Context: an optimization exercise on an open-source flow, tuned for small area and a short achievable clock period. The choices shown serve that exercise and are no tape-out recipe. RTL that was checked went through simulation tests only; none was proved equivalent to the original. No activity file was given, so power comes from the tool's default toggle rates.

try-fjord:
## MMU
module MMU #(parameter depth=4, bit_width=8, acc_width=32, size=4)
(
   input          clk,
   input          control,
   input  [31:0]  data_arr,
   input  [31:0]  wt_arr,
   output [127:0] acc_out
);
   reg        c1;           
   reg [31:0] dn [0:2];     
   always @(posedge clk) begin
      c1    <= control;
      dn[0] <= control ? 32'hffffffff : ~data_arr;
      dn[1] <= control ? 32'hffffffff : dn[0];
      dn[2] <= control ? 32'hffffffff : dn[1];
   end
   genvar r;
   generate
      for (r = 0; r < 4; r = r + 1) begin : row
         wire [31:0] xr = (r == 0) ? data_arr : dn[r-1];
         wire [7:0]  w1, w2, w3, w4;
         wire [15:0] a1;
         wire [16:0] a2;
         wire [17:0] a3, a4;
         if (r == 0) begin : g0
            wire [9:0] t1, t2, t3, t4;
            wire [9:0] t0 = {2'b00, wt_arr[7:0]} + {1'b0, wt_arr[7:0], 1'b0};
            MAC_R0_0_16 u_c0 (.clk(clk), .ld(control), .clr(c1), .x(xr[7:0]),
               .wt_in(wt_arr[8*r +: 8]), .w3_in(t0), .wt_out(w1), .w3_out(t1),
               .acc_out(a1));
            MAC_R0_16_17 u_c1 (.clk(clk), .ld(control), .clr(c1), .x(xr[15:8]),
               .wt_in(w1), .w3_in(t1), .acc_in(a1), .wt_out(w2), .w3_out(t2),
               .acc_out(a2));
            MAC_R0_17_18 u_c2 (.clk(clk), .ld(control), .clr(c1), .x(xr[23:16]),
               .wt_in(w2), .w3_in(t2), .acc_in(a2), .wt_out(w3), .w3_out(t3),
               .acc_out(a3));
            MAC_R0_18_18 u_c3 (.clk(clk), .ld(control), .clr(c1), .x(xr[31:24]),
               .wt_in(w3), .w3_in(t3), .acc_in(a3), .wt_out(w4), .w3_out(t4),
               .acc_out(a4));
         end else begin : gn
  ...
Settings: LEC_CHECK=0, CAP_MARGIN=20, CORE_MARGIN=2, CORE_UTILIZATION=40, CTS_CLUSTER_DIAMETER=80, CTS_CLUSTER_SIZE=32, SETUP_SLACK_MARGIN=4.2, SLEW_MARGIN=20; clock period 7.0 ns.
standard.sh (not shown) runs the stock make flow with config.mk's settings and CLKGATE_MAP_FILE= SYNTH_SCRIPT=/design/flow/synth_recipe.tcl, a recipe that flattens the netlist after the stock synthesis.
==> flow/flow/run.sh <==
#!/bin/bash
# Layout flow: the standard flow (standard.sh), with one change to
# synthesis: Yosys's synth runs without the quick ABC pass of its fine stage
# (synth -noabc), so that extract_fa meets the full and half adders as the
# RTL writes them and maps them without inverters around them. Registers
# and everything after synthesis are as in the standard flow.
set -euo pipefail
work=$(pwd)
sed 's/yosys synth -nofsm -noshare {\*}\$args/yosys synth -nofsm -noshare -noabc {*}$args/' \
  synth_recipe.tcl > own_synth.tcl
grep -q -- '-noabc' own_synth.tcl
bash standard.sh SYNTH_SCRIPT="$work/own_synth.tcl" finish > standard.log 2>&1
try-fjord finished all stages; the layout is clean.
Here is what was changed in the inputs of try-lagoon compared with try-fjord.
Settings: a change of CORE_UTILIZATION from 40 to 50.
Results
Worst setup slack before clock tree synthesis was higher in the run labelled try-fjord.
Met3 track utilization from global routing: try-lagoon vs try-fjord up 0.31 points
Final cell count went down by a few percent going from try-fjord to try-lagoon.
try-lagoon: count of plain and timing-repair buffers in the layout is 2.1% higher than what try-fjord reported.
[try-lagoon vs try-fjord] final wirelength: lower in try-lagoon
Between try-fjord and try-lagoon, the flow reports via count of the first global-routing pass decreasing slightly.
Taking try-fjord as the reference point, the global-route wire length before repair of try-lagoon falls by 1600 um.
[compare] base=try-fjord new=try-lagoon: maximum vdd drop went down by 18%, number of setup violations in the final report about even, hold slack moved up, required time at the endpoint of the critical path went down.
diff inputs: try-lagoon => try-garnet
Settings: CTS_CLUSTER_SIZE: 32 -> 25; CTS_CLUSTER_DIAMETER: 80 -> 70; CORE_UTILIZATION: 50 -> 40.
--- outcome ---
Status | try-lagoon and try-garnet | clean
On flip-flop and latch count, try-lagoon and try-garnet are basically level.
try-garnet: starting density of the core is 10 points lower than what try-lagoon reported.
Max via count across try-lagoon and try-garnet: try-garnet
Global-route wire length before repair in try-garnet vs try-lagoon: up 2500 um
Final period demand of the worst path, try-lagoon and try-garnet: higher on try-garnet
Fmax for try-garnet is lower than for try-lagoon.
Comparing try-lagoon and try-garnet, the higher average wire length per cell after detail routing is on try-lagoon.
Overall routing resource usage: try-lagoon and try-garnet compared, higher one is try-lagoon
Setup changes, try-garnet to try-maple
Settings: CORE_UTILIZATION changed from 40 to 80; CTS_CLUSTER_DIAMETER changed from 70 to 80; CTS_CLUSTER_SIZE changed from 25 to 32.
try-maple ended up with a lower clock share of power than try-garnet did. [try-maple] depth of the worst register-to-register path rose 2 relative to try-garnet. Summary of try-maple over try-garnet: setup slack down 0.084 ns; largest net degree at the start of global routing up 13. try-maple vs. try-garnet: post-route clock period utilization went up by 1.2 points.
Inputs modified between try-maple and try-amber:
Settings: a change of CORE_UTILIZATION from 80 to 60.
--- outcome ---
For the utilization, try-amber came in 22 points lower than try-maple did. NOTE sum of met2 wire segment lengths after detailed routing try-maple->try-amber decreased by more than 10%. try-amber: critical path depth 2 below try-maple. Compared with try-maple, try-amber shows a lower met2 demand-to-capacity share in global routing. Changes observed in try-amber relative to try-maple: final weighted congestion of routability-driven global placement went down by about 3.3%, count of nets after finishing shows no meaningful change, post-route clock period utilization fell 1.4 points.
### try-amber -> try-pepper
Settings: an added TNS_END_PERCENT of 50; a change of CORE_UTILIZATION from 60 to 40.
Results
Taking try-amber as the reference, in try-pepper flip-flop and latch count comparable, wire length of the first global-routing pass now larger. Of the two values seen for category of the most critical setup path, in2reg was produced by try-pepper and reg2reg by try-amber. Relative to try-amber, try-pepper degrades wire length. Per the comparison of try-pepper with try-amber, power in the clock group went up 20%, TritonCTS buffer count shows an increase of 21%, area of the core went up by about 50%. Sequential share of layout area ended up 0.76 points lower on try-pepper than on try-amber. Going from try-amber to try-pepper, footprint of the flip-flops and latches ~0 delta; number of vias per cell -about 10%; final cell count +608; fraction of met2 tracks used by global routing -10 points.

MMU, a different RTL version from the one above (not shown whole).
For scale: about 1000 flip-flops, roughly 190 I/O pins, roughly 58000 sq um of cells after synthesis.
Settings: LEC_CHECK=0, CAP_MARGIN=20, CORE_MARGIN=2, CORE_UTILIZATION=40, SLEW_MARGIN=20; clock period 7.0 ns.
run.sh (not shown) runs the stock make flow with config.mk's settings and CLKGATE_MAP_FILE= SYNTH_SCRIPT=/design/flow/synth_recipe.tcl, a recipe that flattens the netlist after the stock synthesis.
Stock flow here: none of the scripts above is used.
Edit:
SETUP_SLACK_MARGIN = 4.0   (was default)
Effect: Count of clock-buffer cells in the layout fell by 4; global-route usage barely changes; final area rises slightly; cell count increases slightly; clock power shrinks by a few percent; critical path depth is unchanged; total power increases slightly.
Function was not checked in any run of this note: the RTL went through the layout flow alone.

Another version of the RTL of MMU (not shown whole).
Size: ~5400 cells after synthesis, roughly 1000 flip-flops, about 190 I/O pins, roughly 59000 µm² of cells after synthesis.
Settings: LEC_CHECK=0, CAP_MARGIN=20, CORE_MARGIN=2, CORE_UTILIZATION=60, SETUP_SLACK_MARGIN=4.2, SLEW_MARGIN=20, TNS_END_PERCENT=5; clock period 7.0 ns.
==> next run, changes <==
--- a/flow/config.mk
+++ b/flow/config.mk
@@ -9,5 +9,4 @@
 export CORE_MARGIN = 2
-export CORE_UTILIZATION = 60
+export CORE_UTILIZATION = 40
 export SETUP_SLACK_MARGIN = 4.2
 export SLEW_MARGIN = 20
-export TNS_END_PERCENT = 5
Combinational power rises by 6.4%.
Clock skew is about the same.
Setup slack improves by 0.10 ns.
Power rose by 1.6%.
==> next run, changes <==
--- a/flow/config.mk
+++ b/flow/config.mk
@@ -9,4 +9,6 @@
 export CORE_MARGIN = 2
-export CORE_UTILIZATION = 40
+export CORE_UTILIZATION = 60
+export CTS_BUF_LIST = sky130_fd_sc_hd__clkbuf_4 sky130_fd_sc_hd__clkbuf_8
 export SETUP_SLACK_MARGIN = 4.2
 export SLEW_MARGIN = 20
+export TNS_END_PERCENT = 5
Result: Flip-flop and latch count does not change. Register-to-register slack gets worse by 0.03 ns. Via count climbs slightly. Maximum frequency went down slightly.

== build 15 ==
RTL: one of the versions met above, not the one the previous note started from.
For scale: about 4800 cells after synthesis, ~1000 flip-flops, roughly 190 I/O pins, ~55000 µm² of cells after synthesis.
==> flow/config.mk <==
export PLATFORM = sky130hd
export DESIGN_NAME = MMU
export DESIGN_NICKNAME = MMU
export VERILOG_FILES = /design/flow/design.v
export SDC_FILE = /design/flow/constraint.sdc
export NUM_CORES = 4
export LEC_CHECK = 0
export CAP_MARGIN = 20
export CORE_MARGIN = 2
export CORE_UTILIZATION = 70
export CTS_CLUSTER_DIAMETER = 80
export CTS_CLUSTER_SIZE = 32
export SETUP_SLACK_MARGIN = 4.2
export SLEW_MARGIN = 20
==> flow/constraint.sdc <==
create_clock -name core_clock -period 7.0 [get_ports {clk}]
set_input_delay 1.4000 -clock core_clock [delete_from_list [all_inputs] [get_ports {clk}]]
set_output_delay 1.4000 -clock core_clock [all_outputs]
set_load 0.01 [all_outputs]
standard.sh (not shown) runs the stock make flow with config.mk's settings and CLKGATE_MAP_FILE= SYNTH_SCRIPT=/design/flow/synth_recipe.tcl, a recipe that flattens the netlist after the stock synthesis.
Scripts as last shown in full above: flow/flow/run.sh
In summary, build 15 completed successfully, with a layout that passed the timing, design-rule and antenna checks.
diff inputs: build 15 => build 80
Settings: a deleted CTS_CLUSTER_DIAMETER that had been 80; a change of CORE_UTILIZATION from 70 to 40; a deleted CTS_CLUSTER_SIZE that had been 32.
## What came out
Across build 80 and build 15, the outcome is the same: a clean finish for every run. Build 15 ended up with row[1].gn.u_c1.acc_out[12] as its critical path endpoint; build 80 ended up with row[1].gn.u_c2.acc_out[15]. Between build 80 and build 15, part of the total power dissipated in the clock network is lower for build 15, build 80 comes in above that. Final setup skew deteriorates in build 80 relative to build 15. Between build 80 and build 15, fraction of power consumed by combinational cells is higher for build 15, build 80 comes in under that. Cmp build 80 and build 15 / final standard cell utilization of the core / lower: build 80. Compared with build 15, build 80 has less setup slack.
### build 80 -> build 40
Settings: CTS_CLUSTER_DIAMETER: unset -> 80; CTS_CLUSTER_SIZE: unset -> 32; SETUP_SLACK_MARGIN: 4.2 -> 4.3; CORE_UTILIZATION: 40 -> 70.
## What came out
Build 40 vs build 80 — post-CTS repair timing setup buffer count climbed by more than 100%
Final area delta (build 40 − build 80): favourable
Build 40 vs. build 80: total power went down; maximum single-stage delay on the critical path did not really move; net total in the final layout did not really move.
Build 40 against build 80: share of cell area taken by multi-input logic gates increased 2.7 points, worst setup slack increased by 8.4 ps relative to the old numbers, cell-internal power shows a reduction of about 15%, clock skew held steady, time the worst path needs with I/O delays and setup decreased by 8.4 ps relative to the old numbers.
Inputs modified between build 40 and build 83:
Settings: CTS_CLUSTER_SIZE: 32 -> 25; SETUP_SLACK_MARGIN: 4.3 -> 4.4; CTS_CLUSTER_DIAMETER: 80 -> 70; CORE_UTILIZATION: 70 -> 40.
==> comparison <==
Compared build 83 against build 40; fraction of power spent switching nets within noise. Build 40 → build 83: count of filler cells inserted in the layout saw an increase, share of the core filled with cells in the final layout dropped 31 points. Wire length of the first global-routing pass of build 83 exceeds that of build 40 by a few percent. Relative to build 40, the via count of the first global-routing pass of build 83 is higher by 560. Build 83 vs build 40 — final wirelength climbed by a few percent. Build 83 and build 40 ended up with roughly the same maximum frequency.

==> separate check: timing with driven ports <==
No port has a modelled driver above. Below, the same layouts with a new extraction and two added sets of constraints. Step 1, drivers: a clkbuf_16 drives clk and a buf_2 each remaining input, both assumed. Step 2 adds t to the input delays and takes it off the output delays; t is the mean of the earliest and latest rising clock arrival at the registers after step 1. Input paths then give back, and output paths get back, about the clock's delay inside the block. Slacks: no drivers / after step 1 / after step 2; pairs: no drivers / after step 1.
run | t, ns | slack for setup (ns) | hold WS [ns] | worst setup path after step 2 | worst slew at a driven data input, ns
try-fjord | 0.759 | 4.139 / 4.139 / 3.515 | 0.451 / 0.451 / 0.451 | input to register | 0.05
try-lagoon | 0.744 | 4.204 / 4.204 / 3.502 | 0.458 / 0.458 / 0.458 | input to register | 0.06
try-garnet | 0.767 | 4.169 / 4.169 / 3.483 | 0.443 / 0.443 / 0.443 | input to register | 0.05
try-maple | 0.686 | 4.085 / 4.085 / 3.564 | 0.457 / 0.457 / 0.457 | input to register | 0.09
try-amber | 0.703 | 4.180 / 4.180 / 3.557 | 0.456 / 0.456 / 0.456 | input to register | 0.05
try-pepper | 0.740 | 4.131 / 4.161 / 3.422 | 0.459 / 0.459 / 0.459 | input to register | 0.05
the first run of note 2 | 0.808 | 3.519 / 3.519 / 3.051 | 0.463 / 0.463 / 0.463 | input to register | 0.05
the second run of note 2 | 0.786 | 3.681 / 3.681 / 3.289 | 0.453 / 0.453 / 0.453 | input to register | 0.05
the first run of note 3 | 0.738 | 4.023 / 3.959 / 3.420 | 0.444 / 0.444 / 0.444 | input to register | 0.06
the second run of note 3 | 0.790 | 4.124 / 4.124 / 3.504 | 0.444 / 0.444 / 0.444 | input to register | 0.06
the third run of note 3 | 0.895 | 4.070 / 4.093 / 3.220 | 0.445 / 0.445 / 0.445 | input to register | 0.06
build 15 | 0.701 | 4.214 / 4.214 / 3.548 | 0.448 / 0.448 / 0.448 | input to register | 0.05
build 80 | 0.795 | 4.180 / 4.178 / 3.505 | 0.439 / 0.439 / 0.439 | input to register | 0.05
build 40 | 0.703 | 4.188 / 4.188 / 3.671 | 0.447 / 0.447 / 0.447 | input to register | 0.06
build 83 | 0.750 | 4.190 / 4.190 / 3.697 | 0.452 / 0.452 / 0.452 | input to register | 0.05
After both steps every run listed still meets setup and hold. For the third run of note 3, which loses most, drivers alone change the setup slack by +0.023 ns; drivers and shift together by -0.850 ns.
